Background: an optimization exercise with open tools, aiming at small area, a short achievable clock period and few clock cycles. Do not read the settings as production practice. RTL that was checked went through simulation tests only; none was proved equivalent to the original. Function not checked in runs 1 to 3: the RTL went through the layout flow alone. Power is estimated from default activity; no workload was simulated.

==> flow/design.v <==
module JAM (
    input CLK,
    input RST,
    output [3:0] MatchCount,
    output [9:0] MinCost,
    output       Valid,
    output [2:0] W,
    output [2:0] J,
    input  [6:0] Cost
);
localparam ST_SCAN = 2'd0;
localparam ST_Z    = 2'd1;
localparam ST_FIN  = 2'd2;
localparam ST_DONE = 2'd3;
integer k;
reg [1:0] st;
reg [6:0] cnt;
reg [2:0] rc;           
reg [2:0] jr;           
reg [2:0] wr;           
reg [2:0] r;            
reg       first;        
reg       pend;         
reg       pe;           
reg [6:0] dsum;         
reg [6:0] delta;        
reg [8:0] kofs;         
reg [9:0] xh;           
reg [6:0] cost_r;
reg [7:0] dmin;
reg [2:0] j1p, j0p, p1;    
reg [2:0] wp;           
reg [2:0] wro, wpo;     
reg       m1;
reg       aact;
reg [2:0] ar;            
reg [2:0] ac;
reg [9:0] mincost;
reg       valid;
reg [6:0] xz;           
reg [2:0] lp;           
reg [6:0] dmore;        
reg [7:0] zr;
reg [2:0] tpos;         
reg       dst;          
reg       pendc;        
reg       ph1;          
reg [2:0] lvl;
reg [3:0] ds;
reg [7:0] dused;
reg [20:0] dch;
reg [3:0] dcnt;
reg [55:0] cNV;    
reg [63:0] cM;     
reg [23:0] cW;     
reg [7:0]  cU;     
reg [7:0]  cPd;    
reg [23:0] cP;     
reg [7:0]  cMt;    
reg [55:0] rU;     
reg [7:0]  rV;     
reg [7:0]  rPd;    
assign MatchCount = dcnt;
assign MinCost    = mincost;
assign Valid      = valid;
assign W          = wr;
assign J          = jr;
wire scan = (st == ST_SCAN);
wire zp   = (st == ST_Z);
wire hold1 = scan && (cnt == 7'd1) && aact && !adone;
wire s_proc = scan && (cnt >= 7'd2 && cnt <= 7'd9);
wire fclr = first && scan && (cnt >= 7'd1 && cnt <= 7'd8);   
wire z_proc = zp && (cnt >= 7'd2 && cnt <= 7'd65);
wire force0 = ph1 && !pend;
wire [6:0] dsel = (cPd[1] && !pend) ? delta : 7'd0;
wire [6:0] nv_e = force0 ? 7'd0 : (cNV[13:7] + dsel);
wire [6:0] u_e  = force0 ? 7'd0 : (rU[13:7]  + ((rPd[1] && !pend) ? delta : 7'd0));
wire [9:0] xa = force0 ? 10'd0 : {3'b000, cNV[13:7]};
wire [9:0] xb = force0 ? 10'd0 : {3'b000, dsel};
wire [9:0] xc = {kofs[8], kofs};
wire [9:0] xh_e = (xa ^ xb ^ xc) + {((xa[8:0] & xb[8:0]) | (xa[8:0] & xc[8:0]) | (xb[8:0] & xc[8:0])), 1'b0};
wire [9:0] cand = {3'b000, cost_r} + xh;
wire usedh = cU[0];
wire isj0  = !first && (j0p == 3'd0);
wire elig  = !usedh && !isj0;
wire [7:0] mold = cM[7:0];
wire [7:0] din  = dmin;
function sgn3;
    input [6:0] a;
    input [9:0] b;
    input [7:0] x;
    reg [10:0] p, q, y, sm, cy;
    begin
        p = {4'b0000, a};
        q = {b[9], b};
        y = ~{3'b000, x};
        sm = p ^ q ^ y;
        cy = {((p[9:0] & q[9:0]) | (p[9:0] & y[9:0]) | (q[9:0] & y[9:0])), 1'b1};
        sgn3 = (sm + cy) >> 10;
    end
endfunction
wire c1 = sgn3(cost_r, xh, mold);
wire c2 = sgn3(cost_r, xh, din);
wire c3 = (mold < din);
wire better = elig && c1;
wire [7:0] mnew = better ? cand[7:0] : mold;
wire take = elig && (c2 || c3);
wire [7:0] dmin_n = take ? mnew : din;
wire [2:0] p1_n = take ? cP[2:0] : p1;
wire       m1_n = take ? cMt[0] : m1;
wire [2:0] r1 = r + 3'd1;
wire pcommit = !(s_proc && (cnt == 7'd9) && take);
wire [2:0] rn = (r == 3'd7) ? (rc + 3'd3) : r1;
wire [2:0] wnx_t = cMt[0] ? cP[2:0] : rn;
wire [2:0] wnx_f = m1 ? p1 : rn;
wire [2:0] wnx = take ? wnx_t : wnx_f;
wire [2:0] wpx_t = wnx_t - rc - 3'd1;
wire [2:0] wpx_f = wnx_f - rc - 3'd1;
wire [2:0] wpx = take ? wpx_t : wpx_f;
wire [6:0] zc = cnt - 7'd2;
wire [6:0] zn = cnt - 7'd1;
wire [7:0] zs = {1'b0, cost_r} + {1'b0, xz};
wire zbit = (zs == {1'b0, rU[6:0]});
wire [2:0] zcol = rc + zc[5:3];
reg  [7:0] mz;
reg  [6:0] nv_z;
wire [2:0] zsel = zn[5:3] + 3'd1;
always @(*) begin
    mz = cM[7:0];
    for (k = 0; k < 8; k = k + 1)
        if (zcol == k) mz[k] = zbit;
    nv_z = 7'd0;
    for (k = 0; k < 8; k = k + 1)
        if (zsel == k) nv_z = cNV[7*k +: 7];
end
wire [7:0] cM_h = z_proc ? mz : s_proc ? mnew : pM[7:0];
wire [2:0] cW_h = (s_proc && better) ? wro : cW[2:0];
wire       cU_h = z_proc ? 1'b0 : s_proc ? (usedh | isj0) : cU[0];
wire       rV_h = s_proc ? (rV[0] | (wpo == 3'd0)) : rV[0];
wire [2:0] apos = ac;
wire [2:0] rm1  = r - 3'd1;
reg  [2:0] arw;
reg  [2:0] aenc;
always @(*) begin
    arw = 3'd0;
    for (k = 0; k < 8; k = k + 1)
        if (apos == k) arw = cW[3*k +: 3];
    aenc = 3'd0;
    for (k = 0; k < 8; k = k + 1)
        if (cMt[k] && (cP[3*k +: 3] == arw)) aenc = k;
end
wire adone = (arw == ar);
wire [2:0] awp = apos - 3'd1;    
wire [2:0] usel = wp;
reg [6:0] u_w;
reg       v_w;
reg       rV_w;
always @(*) begin
    u_w = 7'd0;
    v_w = 1'b0;
    rV_w = 1'b0;
    for (k = 0; k < 8; k = k + 1)
        if (usel == k) begin
            u_w = rU[7*k +: 7];
            v_w = rPd[k];
            rV_w = rV[k];
        end
end
wire [2:0] lpd = dgo ? (lp + 3'd1) : lp;
wire [2:0] lpb = tpos;
reg [7:0] gd, gb;
always @(*) begin
    gd = 8'd0;
    gb = 8'd0;
    for (k = 0; k < 8; k = k + 1) begin
        if (lpd == k) gd = cM[8*k +: 8];
        if (lpb == k) gb = cM[8*k +: 8];
    end
end
wire [7:0] zrow = zr;
reg  [7:0] gtm;
always @(*) begin
    for (k = 0; k < 8; k = k + 1)
        gtm[k] = ds[3] || (k > ds[2:0]);
end
wire [7:0] dc = zrow & ~dused & gtm;
reg  [2:0] dj;
always @(*) begin
    dj = 3'd0;
    for (k = 7; k >= 0; k = k - 1)
        if (dc[k]) dj = k;
end
wire dgo = (st == ST_FIN) && dst;
wire dhave = (dc != 8'd0);
wire ddesc = dhave && (lvl != 3'd7);
wire dtwo  = dhave && !one8(dc);
reg  [6:0] dlt, dlt2;
reg  [2:0] dtl, dtl2;
reg        dany;
reg  [2:0] dback;
reg  [7:0] dkeep;
always @(*) begin
    for (k = 0; k < 7; k = k + 1)
        dlt[k] = dmore[k] && (k < lvl);
    dany = (dlt != 7'd0);
    dtl = 3'd0;
    for (k = 0; k < 7; k = k + 1)
        if (dlt[k]) dtl = k;
    dlt2 = 7'd0;
    for (k = 0; k < 7; k = k + 1)
        dlt2[k] = dmore[k] && (k < dtl);
    dtl2 = 3'd0;
    for (k = 0; k < 7; k = k + 1)
        if (dlt2[k]) dtl2 = k;
    dback = 3'd0;
    dkeep = 8'd0;
    for (k = 0; k < 7; k = k + 1) begin
        if (dtl == k) dback = dch[3*k +: 3];
        if (k < dtl) dkeep = dkeep | (8'd1 << dch[3*k +: 3]);
    end
end
reg [7:0] rf;
reg [7:0] ctk;
reg [63:0] pM;
function one8;    
    input [7:0] x;
    reg [3:0] o1, t1;
    reg [1:0] o2, t2;
    begin
        o1 = x[7:4] | x[3:0];
        t1 = x[7:4] & x[3:0];
        o2 = o1[3:2] | o1[1:0];
        t2 = (o1[3:2] & o1[1:0]) | t1[3:2] | t1[1:0];
        one8 = (o2[1] ^ o2[0]) && !(o2[1] & o2[0]) && (t2 == 2'b00)
            || ((o2[1] ^ o2[0]) && (t2 == 2'b00));
    end
endfunction
always @(*) begin
    for (k = 0; k < 8; k = k + 1)
        rf[k] = one8(cM[8*k +: 8]);
    for (k = 0; k < 8; k = k + 1)
        ctk[k] = (st == ST_FIN) && ({cM[56+k], cM[48+k], cM[40+k], cM[32+k], cM[24+k], cM[16+k], cM[8+k], cM[k]} & rf) != 8'd0;
    for (k = 0; k < 64; k = k + 1)
        pM[k] = cM[k] && (rf[k / 8] || !ctk[k % 8]);
end
wire allf = (rf == 8'hFF);
always @(posedge CLK) begin
    cost_r <= Cost;
    xh <= xh_e;
    cNV <= {cNV[6:0], cNV[55:14], nv_e};
    cM  <= {cM_h, pM[63:16], (fclr ? 8'hFF : pM[15:8])};
    cW  <= {cW_h, cW[23:3]};
    cU  <= {cU_h, cU[7:2], (cU[1] & !fclr)};
    cP  <= {cP[2:0], cP[23:3]};
    if (aact) begin
        for (k = 0; k < 8; k = k + 1)
            if (awp == k) cP[3*k +: 3] <= arw;
    end
    rU <= {rU[6:0], rU[55:14], u_e};
    rV <= {rV_h, rV[7:2], (rV[1] & !fclr)};
    if (pend) begin
        cPd <= {cU_h, cU[7:1]};
        rPd <= {rV_h, rV[7:1]};
    end else begin
        cPd <= {cPd[0], cPd[7:2], 1'b0};
        rPd <= {rPd[0], rPd[7:2], 1'b0};
    end
    if (scan && cnt == 7'd1)
        dmin <= 8'hFF;
    if (s_proc) begin
        dmin <= dmin_n;
        p1 <= p1_n;
        m1 <= m1_n;
    end
    if (s_proc && take)
        j1p <= 3'd7;
    else
        j1p <= j1p - 3'd1;
    if (pend)
        j0p <= j1p - 3'd1;
    else
        j0p <= j0p - 3'd1;
    if (pend)
        delta <= dmin[6:0] - dsum;
    if (aact) begin
        ac <= aenc - 3'd1;
    end else begin
        ac <= (s_proc && take) ? 3'd7 : (j1p - 3'd1);
        ar <= r;
    end
    xz <= (zn[5:3] == 3'd0) ? nv_e : nv_z;
    wro <= wr;
    wpo <= wp - 3'd1;
    if (dgo) begin
        if (ddesc) begin
            for (k = 0; k < 7; k = k + 1)
                if (lvl == k) dch[3*k +: 3] <= dj;
        end
    end
    zr <= (!dgo || ddesc) ? gd : gb;
    tpos <= (!dgo || ddesc) ? (((dtwo && dgo) ? lvl : dtl) - rc - 3'd1) : (dtl2 - rc - 3'd1);
end
always @(posedge CLK or posedge RST) begin
    if (RST) begin
        st <= ST_SCAN;
        cnt <= 7'd0;
        rc <= 3'd0;
        jr <= 3'd2;
        wr <= 3'd0;
        wp <= 3'd0;
        r <= 3'd0;
        first <= 1'b1;
        pend <= 1'b0;
        pe <= 1'b0;
        dsum <= 7'd0;
        kofs <= 9'd0;
        mincost <= 10'd0;
        valid <= 1'b0;
        aact <= 1'b0;
        cMt <= 8'd0;
        dmore <= 7'd0;
        lvl <= 3'd0;
        lp <= 3'd0;
        ds <= 4'hF;
        dused <= 8'd0;
        dcnt <= 4'd0;
        dst <= 1'b0;
        pendc <= 1'b0;
        ph1 <= 1'b1;
    end else begin
        rc <= rc + 3'd1;
        wp <= wp - 3'd1;
        jr <= jr + 3'd1;
        lp <= lp - 3'd1;
        pend <= 1'b0;
        cMt <= {cMt[0], cMt[7:1]};
        if (aact) begin
            for (k = 0; k < 8; k = k + 1)
                if (awp == k) cMt[k] <= 1'b1;
            if (adone)
                aact <= 1'b0;
        end
        pendc <= pend && pcommit;
        if (pend)
            ph1 <= 1'b0;
        if (pend) begin
            if (pe) begin
                if (pcommit && r != 3'd7)
                    aact <= 1'b1;
                if (r == 3'd7)
                    wr <= rc + 3'd3;
                kofs <= 9'd0;
                first <= 1'b1;
            end else begin
                kofs <= {2'b00, dmin[6:0]} - {2'b00, u_w};
                first <= 1'b0;
            end
        end
        if (pendc) begin
            if (pe) begin
                if (r == 3'd7) begin
                    st <= ST_Z;
                    wr <= rc + 3'd3;
                end
                r <= r1;
                mincost <= mincost + dmin[6:0];
                dsum <= 7'd0;
            end else begin
                dsum <= dmin[6:0];
            end
        end
        case (st)
            ST_SCAN: begin
                if (cnt == 7'd8 || (cnt == 7'd9 && take)) begin
                    pend <= 1'b1;
                    pe <= !m1_n;
                    cnt <= (cnt == 7'd8) ? 7'd9 : 7'd0;
                    wr <= wnx;
                    wp <= wpx;
                end else if (cnt == 7'd9) begin
                    cnt <= 7'd1;
                end else if (!hold1) begin
                    cnt <= cnt + 7'd1;
                end
            end
            ST_Z: begin
                wr <= rc + 3'd3;
                if (cnt[2:0] == 3'd7)
                    jr <= jr + 3'd2;
                if (cnt == 7'd65)
                    st <= ST_FIN;
                cnt <= cnt + 7'd1;
            end
            default: ;
        endcase
        if (st == ST_FIN)
            dst <= 1'b1;
        if (st == ST_FIN && allf) begin
            dcnt <= 4'd1;
            valid <= 1'b1;
            st <= ST_DONE;
        end else if (dgo) begin
            if (ddesc) begin
                dused <= dused | (8'd1 << dj);
                lvl <= lvl + 3'd1;
                lp <= lp;
                ds <= 4'hF;
                for (k = 0; k < 7; k = k + 1)
                    if (lvl == k) dmore[k] <= dtwo;
            end else begin
                if (lvl == 3'd7 && dhave)
                    dcnt <= dcnt + 4'd1;
                if (!dany) begin
                    valid <= 1'b1;
                    st <= ST_DONE;
                end
                dused <= dkeep;
                lvl <= dtl;
                lp <= dtl - rc - 3'd1;
                ds <= {1'b0, dback};
            end
        end
    end
end
endmodule
==> flow/run.sh <==
#!/bin/bash
# synth_recipe.tcl (not shown) runs the flow's synth.tcl, then flattens the netlist and writes it again
# the make line also repeats each setting of config.mk as NAME=value (left out here)
make -C /OpenROAD-flow-scripts/flow DESIGN_CONFIG=/design/flow/config.mk WORK_HOME=/design/flow/orfs CLKGATE_MAP_FILE= SYNTH_SCRIPT=/design/flow/synth_recipe.tcl finish
==> flow/config.mk <==
export PLATFORM = sky130hd
export DESIGN_NAME = JAM
export DESIGN_NICKNAME = JAM
export VERILOG_FILES = /design/flow/design.v
export SDC_FILE = /design/flow/constraint.sdc
export NUM_CORES = 4
export LEC_CHECK = 0
export CAP_MARGIN = 20
export CORE_MARGIN = 2
export CORE_UTILIZATION = 40
export SETUP_SLACK_MARGIN = 3.5
export SLEW_MARGIN = 20
==> flow/constraint.sdc <==
create_clock -name core_clock -period 7.0 [get_ports {CLK}]
set_input_delay 1.4000 -clock core_clock [delete_from_list [all_inputs] [get_ports {CLK}]]
set_output_delay 1.4000 -clock core_clock [all_outputs]
set_load 0.01 [all_outputs]
==> results.sh, run 1 <==
export IMPL_syn2layout_area_growth_pct=13.4
export IMPL_netlist_top_cells_area="dfxtp_1, dfrtp_1, ha_1, edfxtp_1, nand2_1"
export IMPL_start_util=0.405
export IMPL_tightest_slew_ns=1.09
export IMPL_power_density_nw_per_um2=462
export IMPL_die_x_um=243
export IMPL_cts_max_level=2
export IMPL_grt_max_degree=53
export IMPL_synth_ff_type="dfxtp_1"
export IMPL_path_cells="and3b_2, or2_4, a41o_1, a41o_1, o21ai_4, and2_4, mux2_4, ha_4, fa_2, or3_1, a221o_1, nand4_1"
export IMPL_maxSlewHeadroom=0.269
export IMPL_num_rows=87
export IMPL_crit_top_cell="a41o_1"
export IMPL_timing_hold_ws_ns=0.321
export IMPL_gp_congestion=0.915
export IMPL_port_buffers=29
export IMPL_required_ns=7.54
export IMPL_ys_ff_latch=443
export IMPL_drt_first_pass_iters=8
export IMPL_cp_slowest_cell="dfstp_2"
export IMPL_die_y_um=243
export IMPL_viasPerCell=5.62
export IMPL_drt_iter0_markers=1280
export IMPL_vias=18100
export IMPL_ys_types=101
export IMPL_clk_pin_slew_ns=0.06
export IMPL_drcViolationCount=0
export IMPL_rsz0062_at_grt="true"
export IMPL_dp_slack_ns=3.24
export IMPL_post_dp_hpwl_um=44700
export IMPL_r2r_start="ds[3]$_DFFE_PP1P_"
export IMPL_finalHoldViolCount=0
export IMPL_ys_async_sr_fraction=0.212
export IMPL_synth_seq_area_share=0.427
export IMPL_clockRootBuffer="clkbuf_16"
export IMPL_grt_pass1_vias=17700
export IMPL_core_area_um2=56500
export IMPL_clockBufferDepth=3
export IMPL_end_kind="register"
export IMPL_reg2reg_slack_ns=3.49
export IMPL_fin_nets=2581
export IMPL_rr_worst_depth=12
export IMPL_syn_area_um2=22900
export IMPL_n_antenna_cell=0
export IMPL_drive_above_1_share=0.104
export IMPL_fin_ws_ns=3.49
export IMPL_slew_viol_final=0
export IMPL_setup_tns_ns=0
export IMPL_syn_num_nets=2557
export IMPL_num_io_pins=30
export IMPL_worstPathArrival_ns=4.05
export IMPL_slowest_delay_ns=0.57
export IMPL_yosys_area_top_type="dfxtp_1"
export IMPL_drv_cap=0
export IMPL_finalWirelength_um=63200
export IMPL_dieArea_um2=59200
export IMPL_grt_pass1_wl_um=100000
export IMPL_synth_top_area_frac=0.268
export IMPL_min_delay_start="cU[2]$_DFF_P_"
export IMPL_wl_per_cell_um=19.6
export IMPL_drtAntennaViolNets=0
export IMPL_antenna_found_initial=0
export IMPL_fin_crit_sh=0.502
export IMPL_ir_worst_vdd_v=0.000289
export IMPL_fin_skew_ns=0.0382
export IMPL_hold_path_class="reg -> reg"
export IMPL_max_clock_freq_mhz=285
export IMPL_syn_inst=2402
export IMPL_globalRouteOverflowTotal=0
export IMPL_layout_min_cycle_time_ns=3.51
export IMPL_whs_path_depth=0
export IMPL_finalSetupViolCount=0
export IMPL_synth_edff_count=43
export IMPL_cts_tree="yes"
export IMPL_critPathMaxFanout=6
export IMPL_cts_buffers=51
export IMPL_critPathKind="reg -> reg"
export IMPL_cp_start_kind="register"
export IMPL_p_leak_nw=10.9
export IMPL_reg2reg_to="tpos[2]$_DFF_P_"
export IMPL_clock_sinks=443
export IMPL_ys_warn_count=1
export IMPL_clk_latency_ns=0.62
export IMPL_timing_hold_worst_endpoint="cU[1]$_DFF_P_"
export IMPL_status="complete, no violations"
export IMPL_syn_area_per_cell_um2=9.53
export IMPL_track_usage=0.211
## state kept, by name, summed over array words and instances, names as in the netlist, 8 cells and up
| register | cells |
|---|---|
| dmin | 8 |
| dused | 8 |
| cNV | 56 |
| cPd | 8 |
| rU | 56 |
| cU | 8 |
| cP | 24 |
| dch | 21 |
| cM | 64 |
| kofs | 8 |
| rPd | 8 |
| zr | 8 |
| cMt | 8 |
| mincost | 10 |
| rV | 8 |
| cW | 24 |
| xh | 10 |
## Yosys cell counts, drive strengths merged (11+ instances only)
library cell and count:
a21oi 164, a31oi 18, nor2b 34, edfxtp 43
and2 39, mux2 53, xor2 39, nor2 137
and3 24, a222oi 14, nand2b 28, buf 34
nand3 39, ha 111, xnor2 66, o211ai 11
nand2 233, a21o 35, mux2i 60, nand4 24
nor3 48, o22ai 32, a22oi 33, nor4 19
o21ai 130, dfrtp 87, a211oi 16, o21bai 15
clkbuf 66, fa 35, dfxtp 306, o21a 56
or2 12, or3 13, inv 158
## cells in the final DEF, fill, tap and decap left out, types with 40 or more instances in the layout
cell / instances
nor3_1: 43
o21ai_0: 101
inv_1: 154
clkbuf_16: 54
nor2_1: 136
mux2_2: 40
mux2i_1: 57
dfrtp_1: 87
nand2_1: 231
buf_4: 40
a21oi_1: 161
o21a_1: 56
dfxtp_1: 305
xnor2_1: 64
edfxtp_1: 43
ha_1: 106
## timing repair
item,4_1_cts,5_1_grt
hold buffers,0,0
resized for setup,8,15
setup buffers,1,22
pin swaps,1,5
endpoints found under the setup margin,15,22
## per-layer routing
metal | GRT usage | routed length [µm] | up-vias
met3 | 0.0303 | 3360 | 119
met1 | 0.291 | 28900 | 8790
met5 | 0 | 0 | -
met4 | 0.0662 | 1800 | 0
li1 | - | - | 8651
met2 | 0.343 | 29100 | 558
## cell families (layout without fill, tap and decap cells)
family                     count (synthesis)  in the layout  synth area share
xor gates and xnor gates                 105            105            0.0402
and+or+nand+nor                          698            698             0.155
DFF                                      443            443             0.427
muxes                                    120            120            0.0604
adders and majority gates                146            146            0.0913
AOI/OAI and AO/OA                        630            630             0.181
buffers and inverters                    260            327            0.0449
## where the power goes
group | switching [W] | total (W) | internal, W
Clock | 0.00113 | 0.00275 | 0.00163
Combinational | 0.00257 | 0.00471 | 0.00214
Sequential | 0.00112 | 0.00454 | 0.00343
## per-stage QoR
stage               utilization  instance area, µm²  instances  total power, W
global route              0.460               26000       3225          0.0128
detailed placement        0.423               23900       3105         0.00908
finish                    0.460               26000       3225          0.0120
CTS                       0.455               25700       3202          0.0119
global placement          0.423               23900       3104         0.00894
floorplan                     -               22900       2402         0.00765
## critical path, delay by kind of cell (launching register included)
family | cells | cell delay [ns]
fa+ha+maj | 2 | 0.51
flops | 1 | 0.57
simple gates | 5 | 1.09
compound gates | 4 | 0.97
mux | 1 | 0.30
## layout make-up
class                   instances  area, µm²
clock buffers                  78       1560
inverters                     160        608
well taps                     756        946
multi-input cells            1699      12200
fillers                      5343      30500
repair buffers                 71        622
clock inverters                18        216
flip-flops and latches        443       9780
## how the worst max path moves through the flow
stage / startpoint / endpoint / slack [ns] / cells past startpoint
final: ds[3]$_DFFE_PP1P_ / tpos[2]$_DFF_P_ / 3.49 / 12
after global routing: ds[3]$_DFFE_PP1P_ / tpos[2]$_DFF_P_ / 3.37 / 12
after CTS: ds[3]$_DFFE_PP1P_ / tpos[2]$_DFF_P_ / 3.46 / 12
after detailed placement: ds[3]$_DFFE_PP1P_ / tpos[2]$_DFF_P_ / 3.24 / 12
after global placement: ds[3]$_DFFE_PP1P_ / tpos[2]$_DFF_P_ / 3.29 / 12
after floorplan: ds[3]$_DFFE_PP1P_ / tpos[2]$_DFF_P_ / 3.52 / 12
==> run 2, diff against run 1 <==
--- a/flow/config.mk
+++ b/flow/config.mk
@@ -8,5 +8,5 @@
 export CAP_MARGIN = 20
 export CORE_MARGIN = 2
 export CORE_UTILIZATION = 40
-export SETUP_SLACK_MARGIN = 3.5
+export SETUP_SLACK_MARGIN = 4.0
 export SLEW_MARGIN = 20
==> results.sh, run 2 <==
export IMPL_clockRootBuffer="clkbuf_16"
export IMPL_die_x_um=243
export IMPL_synth_ff_type="dfxtp_1"
export IMPL_cp_start_kind="register"
export IMPL_finalHoldViolCount=0
export IMPL_drtAntennaViolNets=0
export IMPL_critPathKind="reg -> reg"
export IMPL_finalWirelength_um=64300
export IMPL_dr_wl_met2_um=29300
export IMPL_drive_above_1_share=0.166
export IMPL_max_clock_freq_mhz=288
export IMPL_rr_worst_depth=12
export IMPL_setup_tns_ns=0
export IMPL_mostFrequentLayoutCells="dfxtp_1, nand2_1, inv_1"
export IMPL_clock_sinks=443
export IMPL_syn_inst=2402
export IMPL_p_seq_frac=0.363
export IMPL_ys_types=101
export IMPL_fin_nets=2648
export IMPL_switching_share=0.401
export IMPL_startpoint="ds[3]$_DFFE_PP1P_"
export IMPL_cts_max_level=2
export IMPL_syn2layout_area_growth_pct=17.4
export IMPL_cts_buffers=49
export IMPL_clk_latency_ns=0.61
export IMPL_syn_area_um2=22900
export IMPL_drt_iter0_markers=1385
export IMPL_track_usage=0.214
export IMPL_clk_pin_slew_ns=0.06
export IMPL_start_util=0.405
export IMPL_top_layer_used="met4"
export IMPL_p_comb_frac=0.422
export IMPL_antenna_found_initial=0
export IMPL_largest_register_ffs=64
export IMPL_drv_cap=0
export IMPL_fin_skew_ns=0.0269
export IMPL_p_leak_nw=11.4
export IMPL_vias=18500
export IMPL_drt_first_pass_iters=8
export IMPL_n_antenna_cell=0
export IMPL_seqCellArea_um2=9820
export IMPL_instances_no_fill=3288
export IMPL_wl_per_cell_um=19.6
export IMPL_layout_min_cycle_time_ns=3.47
export IMPL_ys_ff_latch=443
export IMPL_yosys_top_cells_count="dfxtp_1, nand2_1, a21oi_1, inv_1, nor2_1"
export IMPL_multi_input_area_um2=12500
export IMPL_grt_pass1_vias=18100
export IMPL_slew_viol_final=0
export IMPL_yosys_area_top_type="dfxtp_1"
export IMPL_netlist_top_cells_area="dfxtp_1, dfrtp_1, ha_1, edfxtp_1, nand2_1"
export IMPL_status="complete, no violations"
export IMPL_tightest_slew_ns=1.07
export IMPL_ir_worst_vdd_v=0.000269
export IMPL_largest_register="cM"
export IMPL_grt_max_degree=63
export IMPL_placed_cells=3106
export IMPL_finalSetupViolCount=0
export IMPL_dieArea_um2=59200
export IMPL_synth_top_area_frac=0.268
export IMPL_power_w=0.0124
export IMPL_maxSlewHeadroom=0.285
export IMPL_rsz0062_at_grt="true"
export IMPL_globalRouteOverflowTotal=0
export IMPL_gp_congestion=0.953
export IMPL_post_dp_hpwl_um=44100
export IMPL_die_y_um=243
export IMPL_r2r_start="ds[3]$_DFFE_PP1P_"
export IMPL_route_met3_wl_um=3900
export IMPL_drcViolationCount=0
export IMPL_pwr_share_clk=0.215
export IMPL_wl_met1_um=29000
export IMPL_layout_commonest_cell="dfxtp_1"
export IMPL_synth_edff_count=43
export IMPL_fin_crit_sh=0.495
export IMPL_required_ns=7.54
export IMPL_clockBufferDepth=3
export IMPL_syn_num_nets=2557
export IMPL_synth_most_common_cell="dfxtp_1"
export IMPL_worstPathArrival_ns=4.01
export IMPL_num_rows=87
export IMPL_ys_warn_count=1
export IMPL_whs_path_depth=0
export IMPL_power_density_nw_per_um2=463
export IMPL_end_kind="register"
export IMPL_p_sw_w=0.00499
export IMPL_hold_path_class="reg -> reg"
export IMPL_viasPerCell=5.63
export IMPL_port_buffers=29
export IMPL_num_io_pins=30
export IMPL_n_fill_cell=5174
export IMPL_fin_util=0.476
export IMPL_largestRegisters="cM: 64 flops, cNV: 56 flops, rU: 56 flops"
export IMPL_grt_pass1_wl_um=102000
export IMPL_critPathMaxFanout=4
export IMPL_ys_async_sr_fraction=0.212
export IMPL_min_delay_start="rV[3]$_DFF_P_"
export IMPL_synth_seq_area_share=0.427
export IMPL_core_area_um2=56500
export IMPL_timing_hold_ws_ns=0.331
export IMPL_syn_area_per_cell_um2=9.53
export IMPL_p_int_w=0.00745
export IMPL_cts_tree="yes"
export IMPL_holdBufCountCts=0
==> run 2: cell type report <==
| cell class | count | share of cell area |
|---|---|---|
| multi-input cells | 1700 | 0.467 |
| inverters | 160 | 0.0235 |
| clock buffers | 65 | 0.0531 |
| flip-flops and latches | 443 | 0.365 |
| repair buffers | 139 | 0.0460 |
| well taps | 756 | 0.0352 |
| clock inverters | 25 | 0.0103 |
==> run 2: what timing repair did <==
item / CTS / global route
buffers inserted: 50 / 39
pin swaps: 14 / 38
gates cloned: 2 / 1
gates resized for setup: 83 / 90
endpoints found under the setup margin: 102 / 79
==> run 2: worst max-delay path, stage by stage (launching register included) <==
cell	delay (ns)
dfstp_2	0.58
and3b_2	0.24
or2_1	0.23
a41o_1	0.21
a41o_1	0.27
o21ai_4	0.18
and2_4	0.17
mux2_4	0.31
ha_4	0.16
fa_2	0.35
or3_1	0.32
a221o_1	0.31
nand4_1	0.08
==> run 2: kinds of logic after synthesis <==
family                     after synthesis  synth area share
AOI/OAI and AO/OA                      630             0.181
xor gates and xnor gates               105            0.0402
adders and majority gates              146            0.0913
buffers and inverters                  260            0.0449
DFF                                    443             0.427
muxes                                  120            0.0604
and+or+nand+nor                        698             0.155
==> run 2: per-layer routing <==
metal,GRT usage,up-vias
met5,0,-
met4,0.0781,0
met3,0.0314,134
met2,0.343,648
met1,0.292,8969
li1,-,8763
==> run 2: final timing paths <==
check,slack (ns),end
max,3.53,tpos[2]$_DFF_P_
min,0.33,rV[2]$_DFF_P_
max reg2reg,3.53,tpos[2]$_DFF_P_
min reg2reg,0.33,rV[2]$_DFF_P_
max in group asynchronous,4.55,wr[2]$_DFF_PP0_
min in group asynchronous,1.36,dcnt[1]$_DFFE_PP0P_
==> run 2: through the flow <==
stage / area (µm²) / setup slack [ns]
floorplan: 23000 / 3.54
global placement: 23900 / 3.35
detailed placement: 23900 / 3.28
CTS: 26300 / 3.56
global route: 26900 / 3.46
finish: 26900 / 3.53
==> run 2: power by group through the flow <==
stage | Sequential, W | Clock, W | Combinational [W]
3_5_place_dp | 0.00454 | 0 | 0.00451
3_3_place_gp | 0.00453 | 0 | 0.00439
5_1_grt | 0.00461 | 0.00283 | 0.00585
4_1_cts | 0.00449 | 0.00273 | 0.00489
6_report | 0.00452 | 0.00267 | 0.00525
2_1_floorplan | 0.00399 | 0 | 0.00367
==> run 3, diff against run 2 <==
--- a/flow/design.v
+++ b/flow/design.v
@@ -168,6 +168,9 @@
 end
 wire [2:0] lpd = dgo ? (lp + 3'd1) : lp;
 wire [2:0] lpb = tpos;
+wire [2:0] tp_l = lvl - rc - 3'd1;
+wire [2:0] tp_1 = dtl - rc - 3'd1;
+wire [2:0] tp_2 = dtl2 - rc - 3'd1;
 reg [7:0] gd, gb;
 always @(*) begin
     gd = 8'd0;
@@ -298,7 +301,7 @@
         end
     end
     zr <= (!dgo || ddesc) ? gd : gb;
-    tpos <= (!dgo || ddesc) ? (((dtwo && dgo) ? lvl : dtl) - rc - 3'd1) : (dtl2 - rc - 3'd1);
+    tpos <= (!dgo || ddesc) ? ((dtwo && dgo) ? tp_l : tp_1) : tp_2;
 end
 always @(posedge CLK or posedge RST) begin
     if (RST) begin
==> results.sh, run 3 <==
export IMPL_wl_met1_um=28900
export IMPL_yosys_top_cells_count="dfxtp_1, nand2_1, nor2_1, inv_1, a21oi_1"
export IMPL_status="complete, no violations"
export IMPL_synth_top_area_frac=0.270
export IMPL_drt_iter0_markers=1603
export IMPL_die_x_um=242
export IMPL_ys_ff_latch=443
export IMPL_drive_above_1_share=0.164
export IMPL_placed_cells=3081
export IMPL_ir_worst_vdd_v=0.000242
export IMPL_setup_tns_ns=0
export IMPL_finalHoldViolCount=0
export IMPL_largest_register="cM"
export IMPL_layout_min_cycle_time_ns=3.01
export IMPL_largestRegisters="cM: 64 flops, cNV: 56 flops, rU: 56 flops"
export IMPL_grt_pass1_wl_um=101000
export IMPL_port_buffers=29
export IMPL_crit_top_cell="nand2_1"
export IMPL_clockRootBuffer="clkbuf_16"
export IMPL_drtAntennaViolNets=0
export IMPL_p_leak_nw=11.4
export IMPL_syn_inst=2366
export IMPL_dr_wl_met2_um=30000
export IMPL_slowest_delay_ns=0.47
export IMPL_num_rows=87
export IMPL_slew_viol_final=0
export IMPL_globalRouteOverflowTotal=0
export IMPL_track_usage=0.214
export IMPL_vias=18300
export IMPL_antenna_found_initial=0
export IMPL_syn_num_nets=2522
export IMPL_mostFrequentLayoutCells="dfxtp_1, nand2_1, nor2_1"
export IMPL_r2r_start="lvl[1]$_DFFE_PP0P_"
export IMPL_synth_most_common_cell="dfxtp_1"
export IMPL_layout_commonest_cell="dfxtp_1"
export IMPL_largest_register_ffs=64
export IMPL_viasPerCell=5.62
export IMPL_clock_sinks=443
export IMPL_drcViolationCount=0
export IMPL_clk_pin_slew_ns=0.06
export IMPL_hold_path_class="reg -> reg"
export IMPL_startpoint="lvl[1]$_DFFE_PP0P_"
export IMPL_path_cells="or2_2, a32oi_2, o21a_2, o21ai_4, nand2_1, nand2_1, a221oi_1, a21o_1, ha_1, fa_1, xor2_1, xnor2_1, nor2_1, a31oi_1, a2bb2oi_1"
export IMPL_clk_latency_ns=0.62
export IMPL_synth_seq_area_share=0.431
export IMPL_finalWirelength_um=64700
export IMPL_critPathMaxFanout=8
export IMPL_fin_crit_sh=0.431
export IMPL_route_met3_wl_um=3850
export IMPL_clockBufferDepth=3
export IMPL_syn_area_um2=22700
export IMPL_cts_buffers=50
export IMPL_synth_edff_count=43
export IMPL_fin_nets=2619
export IMPL_critPathKind="reg -> reg"
export IMPL_synth_ff_type="dfxtp_1"
export IMPL_dp_slack_ns=3.25
export IMPL_drv_cap=0
export IMPL_start_util=0.403
export IMPL_grt_pass1_vias=17900
export IMPL_fin_skew_ns=0.0379
export IMPL_core_area_um2=56300
export IMPL_dieArea_um2=58600
export IMPL_cts_tree="yes"
export IMPL_cp_slowest_cell="dfrtp_2"
export IMPL_rsz0062_at_grt="true"
export IMPL_finalSetupViolCount=0
export IMPL_ys_types=97
export IMPL_wl_per_cell_um=19.8
export IMPL_end_kind="register"
export IMPL_cp_start_kind="register"
export IMPL_power_density_nw_per_um2=480
export IMPL_num_io_pins=30
export IMPL_tightest_slew_ns=0.992
export IMPL_syn2layout_area_growth_pct=18.0
export IMPL_top_layer_used="met4"
export IMPL_drt_first_pass_iters=7
export IMPL_die_y_um=242
export IMPL_max_clock_freq_mhz=332
export IMPL_syn_area_per_cell_um2=9.59
export IMPL_netlist_top_cells_area="dfxtp_1, dfrtp_1, ha_1, edfxtp_1, nand2_1"
export IMPL_ys_async_sr_fraction=0.212
export IMPL_yosys_area_top_type="dfxtp_1"
export IMPL_grt_max_degree=57
export IMPL_post_dp_hpwl_um=44400
export IMPL_ys_warn_count=1
export IMPL_instances_no_fill=3262
export IMPL_maxSlewHeadroom=0.339
export IMPL_gp_congestion=0.917
export IMPL_min_delay_start="cNV[22]$_DFF_P_"
export IMPL_fin_ws_ns=3.99
export IMPL_required_ns=7.53
export IMPL_worstPathArrival_ns=3.54
export IMPL_cts_max_level=2
export IMPL_holdBufCountCts=0
-- run 3: cell count changes after synthesis, moves of 11 or more --
cell	before	now
nand4_1	24	13
mux2i_1	57	44
o31ai_1	6	20
nand2_1	232	220
o21ai_0	102	122
nor2_1	137	157
xnor2_1	66	79
a21oi_1	162	139
-- run 3: repair_timing --
item | in CTS | in global routing
setup endpoints to repair | 98 | 108
buffers inserted | 36 | 48
resized for setup | 88 | 79
gates cloned | 1 | 1
pin swaps | 6 | 27
-- run 3: critical path, delay by kind of cell, from the launching register on --
kind            cells  cell delay [ns]
compound gates      7             1.26
xor+xnor            2             0.29
fa+ha+maj           2             0.35
flops               1             0.47
simple gates        4             0.56
-- run 3: per-layer routing --
| metal | vias to the layer above | global-route usage |
|---|---|---|
| met5 | - | 0 |
| met4 | 0 | 0.0732 |
| met3 | 146 | 0.0314 |
| met2 | 581 | 0.350 |
| met1 | 8947 | 0.291 |
| li1 | 8651 | - |
-- run 3: logic make-up after synthesis --
kind of cell | count (synthesis) | share of synthesized area
DFF | 443 | 0.431
and+or+nand+nor | 665 | 0.144
adders and majority gates | 148 | 0.0931
xor gates and xnor gates | 117 | 0.0455
AOI/OAI and AO/OA | 643 | 0.188
buffers and inverters | 249 | 0.0427
muxes | 101 | 0.0553
-- run 3: through the flow --
step	hold WS (ns)	area [µm²]	power (W)	utilization
after floorplan	0.323	22700	0.00792	-
after global placement	0.327	23800	0.00932	0.423
after detailed placement	0.331	23800	0.00945	0.423
after CTS	0.317	26100	0.0125	0.463
after global routing	0.321	26800	0.0137	0.476
final	0.330	26800	0.0129	0.476
-- run 3: final cells by class --
class / count / area, µm²
timing repair buffer: 143 / 1240
sequential: 443 / 9820
clock inverter: 30 / 375
tap: 756 / 946
multi-input combinational: 1674 / 12400
antenna: 1 / 2.50
fill: 5224 / 29500
clock buffer: 64 / 1410
inverter: 151 / 583
-- run 3: worst paths after layout --
path / endpoint / slack [ns] / cells past startpoint
max: tpos[2]$_DFF_P_ / 3.99 / 15
min: cNV[15]$_DFF_P_ / 0.33 / 0
max reg2reg: tpos[2]$_DFF_P_ / 3.99 / 15
min reg2reg: cNV[15]$_DFF_P_ / 0.33 / 0
max in group asynchronous: wp[1]$_DFF_PP0_ / 4.77 / 3
min in group asynchronous: dmore[3]$_DFFE_PP0P_ / 1.10 / 2
-- run 3: where the power goes --
group	switching, W	leakage (nW)	internal, W
combinational	0.00294	6.47	0.00243
sequential	0.00119	4.08	0.00351
clock	0.00114	0.878	0.00166
total	0.00526	11.4	0.00760
==> run 4, diff against run 3 <==
--- a/flow/design.v
+++ b/flow/design.v
@@ -288,7 +288,7 @@
     if (aact) begin
         ac <= aenc - 3'd1;
     end else begin
-        ac <= (s_proc && take) ? 3'd7 : (j1p - 3'd1);
+        ac <= j1p - 3'd1;    
         ar <= r;
     end
     xz <= (zn[5:3] == 3'd0) ? nv_e : nv_z;
--- a/flow/config.mk
+++ b/flow/config.mk
@@ -8,5 +8,5 @@
 export CAP_MARGIN = 20
 export CORE_MARGIN = 2
 export CORE_UTILIZATION = 40
-export SETUP_SLACK_MARGIN = 4.0
+export SETUP_SLACK_MARGIN = 4.3
 export SLEW_MARGIN = 20
==> results.sh, run 4 <==
export IMPL_start_util=0.406
export IMPL_clockRootBuffer="clkbuf_16"
export IMPL_drtAntennaViolNets=0
export IMPL_drcViolationCount=0
export IMPL_ys_types=82
export IMPL_crit_cells=11
export IMPL_crit_family="compound AO/OA/AOI/OAI gates"
export IMPL_whs_path_depth=0
export IMPL_status="complete, no violations"
export IMPL_multi_input_area_um2=12900
export IMPL_synth_mux_area_frac=0.0507
export IMPL_clock_sinks=443
export IMPL_setup_tns_ns=0
export IMPL_path_cells="fa_1, inv_1, ha_1, nor2b_1, nor3_2, o21ai_2, a2111o_1, a21o_1, a221o_1, a32o_1, a21oi_1"
export IMPL_clockBufferDepth=3
export IMPL_required_ns=7.51
export IMPL_fin_ws_ns=3.83
export IMPL_fin_nets=2702
export IMPL_num_io_pins=30
export IMPL_slew_viol_final=0
export IMPL_antenna_found_initial=0
export IMPL_viasPerCell=5.59
export IMPL_holdBufCountCts=0
export IMPL_synth_compound_area_frac=0.187
export IMPL_fin_skew_ns=0.0333
export IMPL_vias=18700
export IMPL_largest_register_ffs=64
export IMPL_synth_xor_area_frac=0.0451
export IMPL_core_area_um2=55400
export IMPL_syn2layout_area_growth_pct=23.3
export IMPL_syn_area_um2=22500
export IMPL_synthAdderAreaFrac=0.0938
export IMPL_die_x_um=241
export IMPL_syn_num_nets=2542
export IMPL_tightest_slew_ns=0.917
export IMPL_die_y_um=241
export IMPL_drive_above_1_share=0.228
export IMPL_grt_max_degree=62
export IMPL_synth_top_area_frac=0.272
export IMPL_largest_register="cM"
export IMPL_final_area_um2=27800
export IMPL_p_seq_frac=0.356
export IMPL_end_kind="register"
export IMPL_grt_pass1_wl_um=105000
export IMPL_dp_slack_ns=3.23
export IMPL_netlist_top_cells_area="dfxtp_1, dfrtp_1, ha_1, edfxtp_1, a21oi_1"
export IMPL_switching_share=0.410
export IMPL_instances_no_fill=3335
export IMPL_wl_per_cell_um=20.3
export IMPL_num_rows=86
export IMPL_cts_max_level=2
export IMPL_clk_pin_slew_ns=0.06
export IMPL_pwr_share_clk=0.200
export IMPL_synth_ff_type="dfxtp_1"
export IMPL_yosys_top_cells_count="dfxtp_1, nand2_1, a21oi_1, nor2_1, inv_1"
export IMPL_n_antenna_cell=0
export IMPL_ir_worst_vdd_v=0.000307
export IMPL_synth_seq_area_share=0.434
export IMPL_layout_commonest_cell="dfxtp_1"
export IMPL_drt_first_pass_iters=6
export IMPL_n_fill_cell=5055
export IMPL_drv_cap=0
export IMPL_power_density_nw_per_um2=486
export IMPL_syn_area_per_cell_um2=9.44
export IMPL_cts_buffers=49
export IMPL_syn_inst=2386
export IMPL_clk_latency_ns=0.62
export IMPL_synth_top_family_by_area="compound AO/OA/AOI/OAI gates"
export IMPL_slowest_delay_ns=0.52
export IMPL_cp_slowest_cell="fa_1"
export IMPL_p_comb_frac=0.444
export IMPL_track_usage=0.230
export IMPL_finalHoldViolCount=0
export IMPL_cp_start_kind="register"
export IMPL_port_buffers=29
export IMPL_ys_ff_latch=443
export IMPL_critPathKind="reg -> reg"
export IMPL_synthSimpleGateAreaFrac=0.146
export IMPL_rsz0062_at_grt="true"
export IMPL_layout_min_cycle_time_ns=3.17
export IMPL_critPathMaxFanout=3
export IMPL_cts_tree="yes"
export IMPL_p_leak_nw=11.7
export IMPL_p_int_w=0.00796
export IMPL_grt_pass1_vias=18300
export IMPL_max_clock_freq_mhz=315
export IMPL_hold_path_class="reg -> reg"
export IMPL_largestRegisters="cM: 64 flops, cNV: 56 flops, rU: 56 flops"
export IMPL_fin_crit_sh=0.453
export IMPL_yosys_area_top_type="dfxtp_1"
export IMPL_timing_hold_ws_ns=0.341
export IMPL_p_sw_w=0.00554
export IMPL_gp_congestion=0.972
export IMPL_placed_cell_area_um2=23700
export IMPL_post_dp_hpwl_um=45900
export IMPL_mostFrequentLayoutCells="dfxtp_1, nand2_1, a21oi_1"
export IMPL_finalSetupViolCount=0
export IMPL_maxSlewHeadroom=0.384
export IMPL_dieArea_um2=58200
export IMPL_rr_worst_depth=11
export IMPL_finalWirelength_um=67800
export IMPL_ys_warn_count=1
export IMPL_synth_most_common_cell="dfxtp_1"
export IMPL_seqCellArea_um2=9860
export IMPL_placed_cells=3087
export IMPL_worstPathArrival_ns=3.68
export IMPL_synth_edff_count=43
export IMPL_drt_iter0_markers=1529
export IMPL_ys_async_sr_fraction=0.212
export IMPL_globalRouteOverflowTotal=0
export IMPL_critPathBufInv=1
-- run 4: what timing repair did --
action / CTS / global route
gates resized for setup: 189 / 169
setup endpoints to repair: 212 / 201
setup buffers: 123 / 30
pin swaps: 50 / 83
cloned: 0 / 3
-- run 4: worst reg2reg max path, delay by kind of cell (launching register included) --
kind,cells,cell delay [ns]
DFF,1,0.45
AOI/OAI and AO/OA,6,1.49
buffers and inverters,1,0.04
adders and majority gates,2,0.77
and+or+nand+nor,2,0.32
-- run 4: final timing paths --
path                                             to             startpoint  slack, ns
worst max-delay path                wr[0]$_DFF_PP0_  dmin[1]$_SDFFCE_PN1P_       3.83
min in group asynchronous       dcnt[0]$_DFFE_PP0P_                    RST       1.29
worst min-delay path                 cW[15]$_DFF_P_         cW[18]$_DFF_P_       0.34
max in group asynchronous           wp[0]$_DFF_PP0_                    RST       4.69
worst max register to register      wr[0]$_DFF_PP0_  dmin[1]$_SDFFCE_PN1P_       3.83
worst min register to register       cW[15]$_DFF_P_         cW[18]$_DFF_P_       0.34
-- run 4: routing by layer --
| layer | up-vias | wire, µm | global-route usage |
|---|---|---|---|
| met3 | 144 | 4490 | 0.0449 |
| met5 | - | 0 | 0 |
| met2 | 644 | 30700 | 0.360 |
| met1 | 9081 | 30600 | 0.318 |
| met4 | 0 | 2110 | 0.0804 |
| li1 | 8787 | - | - |
-- run 4: power groups by stage --
stage	clock network [W]	registers [W]	logic (W)
after floorplan	0	0.00411	0.00386
after global placement	0	0.00475	0.00459
after detailed placement	0	0.00477	0.00467
after CTS	0.00275	0.00470	0.00547
after global routing	0.00286	0.00490	0.00658
final	0.00269	0.00481	0.00599
-- run 4: layout make-up --
type                            count  share of cell area
Timing Repair Buffer              212              0.0658
Inverter                          150              0.0209
Tap cell                          748              0.0337
Multi-Input combinational cell   1690               0.463
Clock inverter                     22             0.00915
Sequential cell                   443               0.355
Clock buffer                       70              0.0525
-- run 4: logic make-up after synthesis --
| group | after synthesis |
|---|---|
| compound gates | 654 |
| xor+xnor | 116 |
| fa+ha+maj | 148 |
| buf+inv | 254 |
| flops | 443 |
| mux | 97 |
| simple gates | 674 |
-- run 4: per-stage QoR --
stage / utilization / power (W)
floorplan: - / 0.00797
global placement: 0.428 / 0.00934
detailed placement: 0.428 / 0.00943
CTS: 0.484 / 0.0129
global route: 0.501 / 0.0143
finish: 0.501 / 0.0135
Testbench counts of run 4, summed over its fixed seeds: cycles 4,380.
==> run 5, diff against run 4 <==
--- a/flow/config.mk
+++ b/flow/config.mk
@@ -8,5 +8,6 @@
 export CAP_MARGIN = 20
 export CORE_MARGIN = 2
 export CORE_UTILIZATION = 40
-export SETUP_SLACK_MARGIN = 4.3
+export PLACE_DENSITY = 0.8
+export SETUP_SLACK_MARGIN = 4.0
 export SLEW_MARGIN = 20
==> results.sh, run 5 <==
export IMPL_wl_per_cell_um=18.8
export IMPL_drcViolationCount=0
export IMPL_r2r_start="xh[2]$_DFF_P_"
export IMPL_drt_iter0_markers=1748
export IMPL_num_rows=86
export IMPL_syn_num_nets=2542
export IMPL_setup_tns_ns=0
export IMPL_p_leak_nw=11.2
export IMPL_tightest_slew_ns=1.05
export IMPL_synth_edff_count=43
export IMPL_syn_inst=2386
export IMPL_startpoint="xh[2]$_DFF_P_"
export IMPL_syn_area_um2=22500
export IMPL_cts_max_level=2
export IMPL_use_met3=0.0387
export IMPL_rsz0062_at_grt="true"
export IMPL_gp_congestion=1.01
export IMPL_yosys_area_top_type="dfxtp_1"
export IMPL_finalHoldViolCount=0
export IMPL_post_dp_hpwl_um=41000
export IMPL_vias=18500
export IMPL_core_area_um2=55400
export IMPL_grt_busiest_layer="met2"
export IMPL_clk_pin_slew_ns=0.06
export IMPL_fin_crit_sh=0.433
export IMPL_syn2layout_area_growth_pct=17.5
export IMPL_hold_path_class="reg -> reg"
export IMPL_largest_register="cM"
export IMPL_maxSlewHeadroom=0.301
export IMPL_min_delay_start="rV[4]$_DFF_P_"
export IMPL_fin_nets=2626
export IMPL_drtAntennaViolNets=0
export IMPL_cts_tree="yes"
export IMPL_layout_commonest_cell="dfxtp_1"
export IMPL_status="complete, no violations"
export IMPL_synth_top_area_frac=0.272
export IMPL_finalWirelength_um=61100
export IMPL_slew_viol_final=0
export IMPL_multi_input_area_um2=12300
export IMPL_ys_async_sr_fraction=0.212
export IMPL_ys_warn_count=1
export IMPL_clockRootBuffer="clkbuf_16"
export IMPL_synth_most_common_cell="dfxtp_1"
export IMPL_slowest_delay_ns=0.55
export IMPL_ir_worst_vdd_v=0.000213
export IMPL_mostFrequentLayoutCells="dfxtp_1, nand2_1, a21oi_1"
export IMPL_crit_top_cell="o21ai_2"
export IMPL_viasPerCell=5.68
export IMPL_cp_slowest_cell="fa_1"
export IMPL_antenna_found_initial=1
export IMPL_netlist_top_cells_area="dfxtp_1, dfrtp_1, ha_1, edfxtp_1, a21oi_1"
export IMPL_max_clock_freq_mhz=330
export IMPL_grt_max_degree=71
export IMPL_drive_above_1_share=0.159
export IMPL_critPathMaxFanout=3
export IMPL_clockBufferDepth=3
export IMPL_num_io_pins=30
export IMPL_layout_min_cycle_time_ns=3.03
export IMPL_path_cells="inv_2, fa_1, inv_1, ha_1, o21ai_2, o21ai_2, a2111o_1, a21o_1, a221o_1, a32o_1, a21oi_1"
export IMPL_grt_pass1_wl_um=95200
export IMPL_end_kind="register"
export IMPL_fin_skew_ns=0.0237
export IMPL_syn_area_per_cell_um2=9.44
export IMPL_cts_buffers=47
export IMPL_yosys_top_cells_count="dfxtp_1, nand2_1, a21oi_1, nor2_1, inv_1"
export IMPL_n_antenna_cell=0
export IMPL_largest_register_ffs=64
export IMPL_clk_latency_ns=0.61
export IMPL_ys_types=82
export IMPL_synth_ff_type="dfxtp_1"
export IMPL_n_fill_cell=4872
export IMPL_worstPathArrival_ns=3.54
export IMPL_synth_seq_area_share=0.434
export IMPL_holdBufCountCts=0
export IMPL_power_density_nw_per_um2=486
export IMPL_drt_first_pass_iters=9
export IMPL_drv_cap=0
export IMPL_die_x_um=241
export IMPL_largestRegisters="cM: 64 flops, cNV: 56 flops, rU: 56 flops"
export IMPL_clock_sinks=443
export IMPL_dieArea_um2=58200
export IMPL_ys_ff_latch=443
export IMPL_use_met1=0.277
export IMPL_track_usage=0.205
export IMPL_grtUsageMet2=0.324
export IMPL_die_y_um=241
export IMPL_required_ns=7.52
export IMPL_finalSetupViolCount=0
export IMPL_start_util=0.406
export IMPL_seqCellArea_um2=9830
export IMPL_fin_util=0.478
export IMPL_cp_start_kind="register"
export IMPL_critPathKind="reg -> reg"
export IMPL_globalRouteOverflowTotal=0
export IMPL_port_buffers=29
export IMPL_grt_pass1_vias=17700
## run 5: cell counts after synthesis
Identical to the previous run, type by type.
## run 5: cell families (layout without fill, tap and decap cells)
logic type	count (synthesis)	count (layout)	synth area share
compound gates	654	654	0.187
buf+inv	254	375	0.0432
flops	443	443	0.434
simple gates	674	674	0.146
mux	97	97	0.0507
fa+ha+maj	148	148	0.0938
xor+xnor	116	117	0.0451
## run 5: per-stage QoR
stage | setup slack, ns | instances | power (W) | area, µm² | hold WS, ns
finish | 3.97 | 3256 | 0.0129 | 26500 | 0.345
global route | 3.85 | 3256 | 0.0136 | 26500 | 0.344
CTS | 3.88 | 3210 | 0.0123 | 25700 | 0.340
detailed placement | 3.15 | 3081 | 0.00923 | 23600 | 0.331
global placement | 3.32 | 3081 | 0.00909 | 23600 | 0.329
floorplan | 4.01 | 2386 | 0.00783 | 22600 | 0.323
## run 5: path summary, 6_finish.rpt
check                                      end  slack [ns]  cells past startpoint
max in group asynchronous      wp[1]$_DFF_PP0_        4.36                      3
min in group asynchronous  dcnt[2]$_DFFE_PP0P_        1.23                      2
max reg2reg                    wr[0]$_DFF_PP0_        3.97                     11
max                            wr[0]$_DFF_PP0_        3.97                     11
min                              rV[3]$_DFF_P_        0.35                      0
min reg2reg                      rV[3]$_DFF_P_        0.35                      0
## run 5: timing repair
| action | in CTS | in global routing |
|---|---|---|
| pin swaps | 12 | 46 |
| setup buffers | 41 | 45 |
| cloned | 1 | 1 |
| resized for setup | 65 | 105 |
| endpoints found under the setup margin | 126 | 74 |
## run 5: critical path: cells and delay by family, from the launching register on
kind,cells,cell delay [ns]
AO/OA/AOI/OAI,7,1.59
adder cells (fa/ha/maj),2,0.83
flip-flops,1,0.38
buffers and inverters,2,0.14
## run 5: cell type report
cell class                      instances  share of cell area
Tap cell                              748              0.0354
Clock inverter                         27              0.0129
Multi-Input combinational cell       1690               0.465
Clock buffer                           60              0.0497
Timing Repair Buffer                  138              0.0437
Inverter                              150              0.0220
Sequential cell                       443               0.371
## run 5: power breakdown
group	switching [W]	internal [W]	total, W	leakage (nW)
clock network	0.00109	0.00157	0.00266	0.804
logic	0.00299	0.00254	0.00553	6.30
registers	0.00114	0.00353	0.00468	4.07
total	0.00523	0.00764	0.0129	11.2
## run 5: metal layers
layer	vias to the layer above	wire [µm]
met5	-	0
met4	0	2320
met3	184	5300
met1	8783	26100
met2	889	27300
li1	8627	-
==> run 6, diff against run 5 <==
--- a/flow/config.mk
+++ b/flow/config.mk
@@ -8,6 +8,7 @@
 export CAP_MARGIN = 20
 export CORE_MARGIN = 2
 export CORE_UTILIZATION = 40
-export PLACE_DENSITY = 0.8
+export CTS_CLUSTER_DIAMETER = 100
+export CTS_CLUSTER_SIZE = 30
 export SETUP_SLACK_MARGIN = 4.0
 export SLEW_MARGIN = 20
==> results.sh, run 6 <==
export IMPL_ys_types=82
export IMPL_power_w=0.0115
export IMPL_start_util=0.406
export IMPL_layout_min_cycle_time_ns=3.05
export IMPL_slowest_delay_ns=0.50
export IMPL_drcViolationCount=0
export IMPL_track_usage=0.217
export IMPL_gp_congestion=0.939
export IMPL_port_buffers=29
export IMPL_required_ns=7.51
export IMPL_whs_path_depth=0
export IMPL_ir_worst_vdd_v=0.000251
export IMPL_status="complete, no violations"
export IMPL_crit_cells=11
export IMPL_synth_seq_area_share=0.434
export IMPL_cts_tree="yes"
export IMPL_hold_path_class="reg -> reg"
export IMPL_critPathMaxFanout=3
export IMPL_p_comb_frac=0.459
export IMPL_clockBufferDepth=3
export IMPL_viasPerCell=5.58
export IMPL_num_rows=86
export IMPL_cts_max_level=1
export IMPL_syn2layout_area_growth_pct=12.8
export IMPL_ys_async_sr_fraction=0.212
export IMPL_post_dp_hpwl_um=45200
export IMPL_netlist_top_cells_area="dfxtp_1, dfrtp_1, ha_1, edfxtp_1, a21oi_1"
export IMPL_instances_no_fill=3208
export IMPL_wl_per_cell_um=19.8
export IMPL_tightest_slew_ns=0.979
export IMPL_worstPathArrival_ns=3.56
export IMPL_finalSetupViolCount=0
export IMPL_num_io_pins=30
export IMPL_fin_skew_ns=0.0214
export IMPL_reg2reg_slack_ns=3.95
export IMPL_p_sw_w=0.00491
export IMPL_synth_ff_type="dfxtp_1"
export IMPL_cp_slowest_cell="fa_1"
export IMPL_syn_num_nets=2542
export IMPL_crit_family="compound AO/OA/AOI/OAI gates"
export IMPL_n_antenna_cell=0
export IMPL_drtAntennaViolNets=0
export IMPL_power_density_nw_per_um2=453
export IMPL_die_x_um=241
export IMPL_placed_cell_area_um2=23600
export IMPL_pwr_share_clk=0.132
export IMPL_clk_pin_slew_ns=0.12
export IMPL_synth_edff_count=43
export IMPL_vias=17900
export IMPL_cts_buffers=21
export IMPL_syn_area_per_cell_um2=9.44
export IMPL_switching_share=0.426
export IMPL_path_cells="fa_1, inv_1, ha_1, nor2b_1, nor3_2, o21ai_1, a2111o_1, a21o_1, a221o_1, a32o_1, a21oi_1"
export IMPL_drv_cap=0
export IMPL_ys_ff_latch=443
export IMPL_yosys_area_top_type="dfxtp_1"
export IMPL_yosys_top_cells_count="dfxtp_1, nand2_1, a21oi_1, nor2_1, inv_1"
export IMPL_critPathBufInv=1
export IMPL_mostFrequentLayoutCells="dfxtp_1, nand2_1, a21oi_1"
export IMPL_grt_pass1_vias=17400
export IMPL_largestRegisters="cM: 64 flops, cNV: 56 flops, rU: 56 flops"
export IMPL_grt_max_degree=70
export IMPL_setup_tns_ns=0
export IMPL_fin_nets=2602
export IMPL_max_clock_freq_mhz=328
export IMPL_critPathKind="reg -> reg"
export IMPL_die_y_um=241
export IMPL_p_int_w=0.00660
export IMPL_largest_register="cM"
export IMPL_cp_start_kind="register"
export IMPL_globalRouteOverflowTotal=0
export IMPL_timing_hold_ws_ns=0.343
export IMPL_synth_most_common_cell="dfxtp_1"
export IMPL_largest_register_ffs=64
export IMPL_grt_pass1_wl_um=99200
export IMPL_end_kind="register"
export IMPL_drt_first_pass_iters=6
export IMPL_finalHoldViolCount=0
export IMPL_p_leak_nw=10.7
export IMPL_syn_inst=2386
export IMPL_layout_commonest_cell="dfxtp_1"
export IMPL_rsz0062_at_grt="true"
export IMPL_clk_latency_ns=0.59
export IMPL_clock_sinks=443
export IMPL_p_seq_frac=0.408
export IMPL_syn_area_um2=22500
export IMPL_maxSlewHeadroom=0.343
export IMPL_ys_warn_count=1
export IMPL_rr_worst_depth=11
export IMPL_drt_iter0_markers=1389
export IMPL_finalWirelength_um=63500
export IMPL_final_area_um2=25400
export IMPL_core_area_um2=55400
export IMPL_clockRootBuffer="clkbuf_16"
export IMPL_antenna_found_initial=1
export IMPL_slew_viol_final=0
export IMPL_dieArea_um2=58200
export IMPL_fin_crit_sh=0.436
export IMPL_drive_above_1_share=0.134
export IMPL_synth_top_area_frac=0.272
export IMPL_placed_cells=3085
run 6: power groups by stage:
stage               Sequential [W]  Combinational (W)  Clock, W
finish                     0.00470            0.00529   0.00152
global route               0.00481            0.00588   0.00165
CTS                        0.00468            0.00491   0.00157
detailed placement         0.00476            0.00457         0
global placement           0.00475            0.00447         0
floorplan                  0.00411            0.00372         0
run 6: cells by family (layout without fill, tap and decap cells):
kind of cell | after synthesis | after routing | synth area share
and+or+nand+nor | 674 | 674 | 0.146
AOI/OAI and AO/OA | 654 | 654 | 0.187
DFF | 443 | 443 | 0.434
buffers and inverters | 254 | 327 | 0.0432
adders and majority gates | 148 | 148 | 0.0938
xor gates and xnor gates | 116 | 117 | 0.0451
muxes | 97 | 97 | 0.0507
run 6: metrics by stage:
| step | worst slack (ns) | util |
|---|---|---|
| after global placement | 3.25 | 0.425 |
| after floorplan | 4.01 | - |
| after CTS | 3.87 | 0.448 |
| final | 3.95 | 0.459 |
| after global routing | 3.87 | 0.459 |
| after detailed placement | 3.13 | 0.425 |
run 6: timing repair:
action,CTS,global route
buffers inserted,45,39
resized for setup,57,86
endpoints found under the setup margin,93,120
gates cloned,0,2
pin swaps,10,41
hold buffers,0,0
run 6: worst paths after layout:
path                                  endpoint             startpoint
max                            wr[1]$_DFF_PP0_  dmin[1]$_SDFFCE_PN1P_
min                             cW[14]$_DFF_P_         cW[17]$_DFF_P_
max reg2reg                    wr[1]$_DFF_PP0_  dmin[1]$_SDFFCE_PN1P_
min reg2reg                     cW[14]$_DFF_P_         cW[17]$_DFF_P_
max in group asynchronous       pend$_DFF_PP0_                    RST
min in group asynchronous  dcnt[1]$_DFFE_PP0P_                    RST
run 6: routing by layer:
metal,GRT usage,vias up,wire length [µm]
met5,0,-,0
met4,0.0539,0,1730
met3,0.0259,100,3710
met2,0.346,569,28600
met1,0.312,8681,29500
li1,-,8539,-
run 6: final cells by class:
type | count | area [µm²]
sequential | 443 | 9820
clock inverter | 11 | 151
clock buffer | 26 | 544
timing repair buffer | 140 | 1210
multi-input combinational | 1690 | 12200
tap | 748 | 936
inverter | 150 | 576
fill | 5277 | 30000
==> run 7, diff against run 6 <==
--- a/flow/config.mk
+++ b/flow/config.mk
@@ -8,7 +8,8 @@
 export CAP_MARGIN = 20
 export CORE_MARGIN = 2
 export CORE_UTILIZATION = 40
+export CTS_BUF_LIST = sky130_fd_sc_hd__clkbuf_8 sky130_fd_sc_hd__clkbuf_16
 export CTS_CLUSTER_DIAMETER = 100
-export CTS_CLUSTER_SIZE = 30
+export CTS_CLUSTER_SIZE = 24
 export SETUP_SLACK_MARGIN = 4.0
 export SLEW_MARGIN = 20
==> results.sh, run 7 <==
export IMPL_antenna_found_initial=2
export IMPL_synth_edff_count=43
export IMPL_finalWirelength_um=63800
export IMPL_gp_congestion=0.939
export IMPL_largestRegisters="cM: 64 flops, cNV: 56 flops, rU: 56 flops"
export IMPL_maxSlewHeadroom=0.325
export IMPL_rsz0062_at_grt="true"
export IMPL_reg2reg_to="wr[1]$_DFF_PP0_"
export IMPL_fin_util=0.461
export IMPL_core_area_um2=55400
export IMPL_finalHoldViolCount=0
export IMPL_post_dp_hpwl_um=45200
export IMPL_fin_skew_ns=0.0190
export IMPL_track_usage=0.217
export IMPL_layout_commonest_cell="dfxtp_1"
export IMPL_drcViolationCount=0
export IMPL_ys_warn_count=1
export IMPL_synth_ff_type="dfxtp_1"
export IMPL_rr_worst_depth=11
export IMPL_status="complete, no violations"
export IMPL_netlist_top_cells_area="dfxtp_1, dfrtp_1, ha_1, edfxtp_1, a21oi_1"
export IMPL_die_x_um=241
export IMPL_r2r_start="dmin[1]$_SDFFCE_PN1P_"
export IMPL_mostFrequentLayoutCells="dfxtp_1, nand2_1, a21oi_1"
export IMPL_slowest_delay_ns=0.50
export IMPL_grt_max_degree=70
export IMPL_fin_crit_sh=0.438
export IMPL_end_kind="register"
export IMPL_port_buffers=29
export IMPL_clk_latency_ns=0.60
export IMPL_num_io_pins=30
export IMPL_p_int_w=0.00668
export IMPL_yosys_top_cells_count="dfxtp_1, nand2_1, a21oi_1, nor2_1, inv_1"
export IMPL_clock_sinks=443
export IMPL_holdBufCountCts=0
export IMPL_cp_slowest_cell="fa_1"
export IMPL_whs_path_depth=0
export IMPL_syn2layout_area_growth_pct=13.5
export IMPL_worstPathArrival_ns=3.59
export IMPL_timing_hold_worst_endpoint="rV[6]$_DFF_P_"
export IMPL_dieArea_um2=58200
export IMPL_cts_tree="yes"
export IMPL_power_density_nw_per_um2=455
export IMPL_cts_max_level=1
export IMPL_viasPerCell=5.56
export IMPL_syn_area_per_cell_um2=9.44
export IMPL_tightest_slew_ns=1.00
export IMPL_synth_most_common_cell="dfxtp_1"
export IMPL_timing_hold_ws_ns=0.332
export IMPL_layout_min_cycle_time_ns=3.07
export IMPL_num_rows=86
export IMPL_fin_nets=2614
export IMPL_drt_first_pass_iters=5
export IMPL_required_ns=7.52
export IMPL_drv_cap=0
export IMPL_vias=17900
export IMPL_grt_pass1_wl_um=99500
export IMPL_clockBufferDepth=3
export IMPL_p_leak_nw=10.8
export IMPL_drtAntennaViolNets=0
export IMPL_ir_worst_vdd_v=0.000250
export IMPL_path_cells="fa_1, inv_1, ha_1, nor2b_4, nor3_2, o21ai_1, a2111o_1, a21o_1, a221o_1, a32o_1, a21oi_1"
export IMPL_cp_start_kind="register"
export IMPL_drive_above_1_share=0.138
export IMPL_globalRouteOverflowTotal=0
export IMPL_switching_share=0.425
export IMPL_ys_ff_latch=443
export IMPL_synth_seq_area_share=0.434
export IMPL_yosys_area_top_type="dfxtp_1"
export IMPL_hold_path_class="reg -> reg"
export IMPL_p_seq_frac=0.405
export IMPL_p_sw_w=0.00494
export IMPL_max_clock_freq_mhz=326
export IMPL_setup_tns_ns=0
export IMPL_slew_viol_final=0
export IMPL_min_delay_start="rV[7]$_DFF_P_"
export IMPL_power_w=0.0116
export IMPL_drt_iter0_markers=1425
export IMPL_syn_area_um2=22500
export IMPL_reg2reg_slack_ns=3.93
export IMPL_critPathKind="reg -> reg"
export IMPL_largest_register_ffs=64
export IMPL_p_comb_frac=0.457
export IMPL_ys_async_sr_fraction=0.212
export IMPL_start_util=0.406
export IMPL_largest_register="cM"
export IMPL_synth_top_area_frac=0.272
export IMPL_clockRootBuffer="clkbuf_16"
export IMPL_syn_num_nets=2542
export IMPL_die_y_um=241
export IMPL_syn_inst=2386
export IMPL_clk_pin_slew_ns=0.10
export IMPL_grt_pass1_vias=17400
export IMPL_ys_types=82
export IMPL_cts_buffers=25
export IMPL_critPathMaxFanout=3
export IMPL_pwr_share_clk=0.138
export IMPL_finalSetupViolCount=0
export IMPL_wl_per_cell_um=19.8
==> run 7: area by class of cell <==
| type | count | area [µm²] |
|---|---|---|
| fillers | 5253 | 29800 |
| multi-input cells | 1690 | 12200 |
| flip-flops and latches | 443 | 9820 |
| repair buffers | 148 | 1250 |
| well taps | 748 | 936 |
| clock buffers | 26 | 639 |
| inverters | 150 | 573 |
| clock inverters | 19 | 159 |
| diodes | 1 | 2.50 |
==> run 7: timing repair <==
action	in CTS	in global routing
cloned	0	1
setup buffers	46	47
resized for setup	62	83
pin swaps	12	39
setup endpoints to repair	91	120
==> run 7: worst max path at each step <==
stage,startpoint,to,depth (start not counted)
floorplan,wp[0]$_DFF_PP0_,kofs[6]$_DFFE_PP0P_,17
global placement,ac[0]$_DFF_P_,ac[2]$_DFF_P_,11
detailed placement,ac[0]$_DFF_P_,ac[2]$_DFF_P_,11
CTS,dmin[1]$_SDFFCE_PN1P_,wr[1]$_DFF_PP0_,11
global route,xh[1]$_DFF_P_,wr[1]$_DFF_PP0_,12
finish,dmin[1]$_SDFFCE_PN1P_,wr[1]$_DFF_PP0_,11
==> run 7: critical path: cells and delay by family (launching register included) <==
kind / cells / cell delay [ns]
buffers and inverters: 1 / 0.04
adders and majority gates: 2 / 0.77
and+or+nand+nor: 2 / 0.24
DFF: 1 / 0.45
AOI/OAI and AO/OA: 6 / 1.49
==> run 7: cell families (layout without fill, tap and decap cells) <==
logic type,after synthesis,after routing,synth area share
AND/OR/NAND/NOR,674,674,0.146
flip-flops,443,443,0.434
adder cells (fa/ha/maj),148,148,0.0938
XOR/XNOR,116,117,0.0451
buffers and inverters,254,343,0.0432
multiplexers,97,97,0.0507
other,0,1,0
AO/OA/AOI/OAI,654,654,0.187
==> run 7: layer usage <==
metal | vias up | GRT usage | part of all wire
met5 | - | 0 | 0
met4 | 0 | 0.0541 | 0.025
met3 | 86 | 0.0232 | 0.059
met2 | 544 | 0.347 | 0.45
met1 | 8730 | 0.315 | 0.47
li1 | 8579 | - | -
==> run 7: power by group through the flow <==
stage | clock network, W | logic, W | registers, W
detailed placement | 0 | 0.00457 | 0.00476
global route | 0.00175 | 0.00591 | 0.00481
CTS | 0.00166 | 0.00491 | 0.00468
finish | 0.00161 | 0.00531 | 0.00471
global placement | 0 | 0.00447 | 0.00475
floorplan | 0 | 0.00372 | 0.00411
==> run 7: per-stage QoR <==
stage          instance area [µm²]  cells  setup WS (ns)
5_1_grt                      25600   3224           3.87
2_1_floorplan                22600   2386           4.01
6_report                     25600   3225           3.93
4_1_cts                      24900   3176           3.90
3_3_place_gp                 23600   3085           3.25
3_5_place_dp                 23600   3085           3.13

Setup slack of run 7, layout unchanged: 3.932 ns with ideal ports, 3.932 ns with driving cells assumed (clock clkbuf_16, inputs buf_2), 3.901 ns with port delays also shifted by the 0.644 ns mid clock arrival.
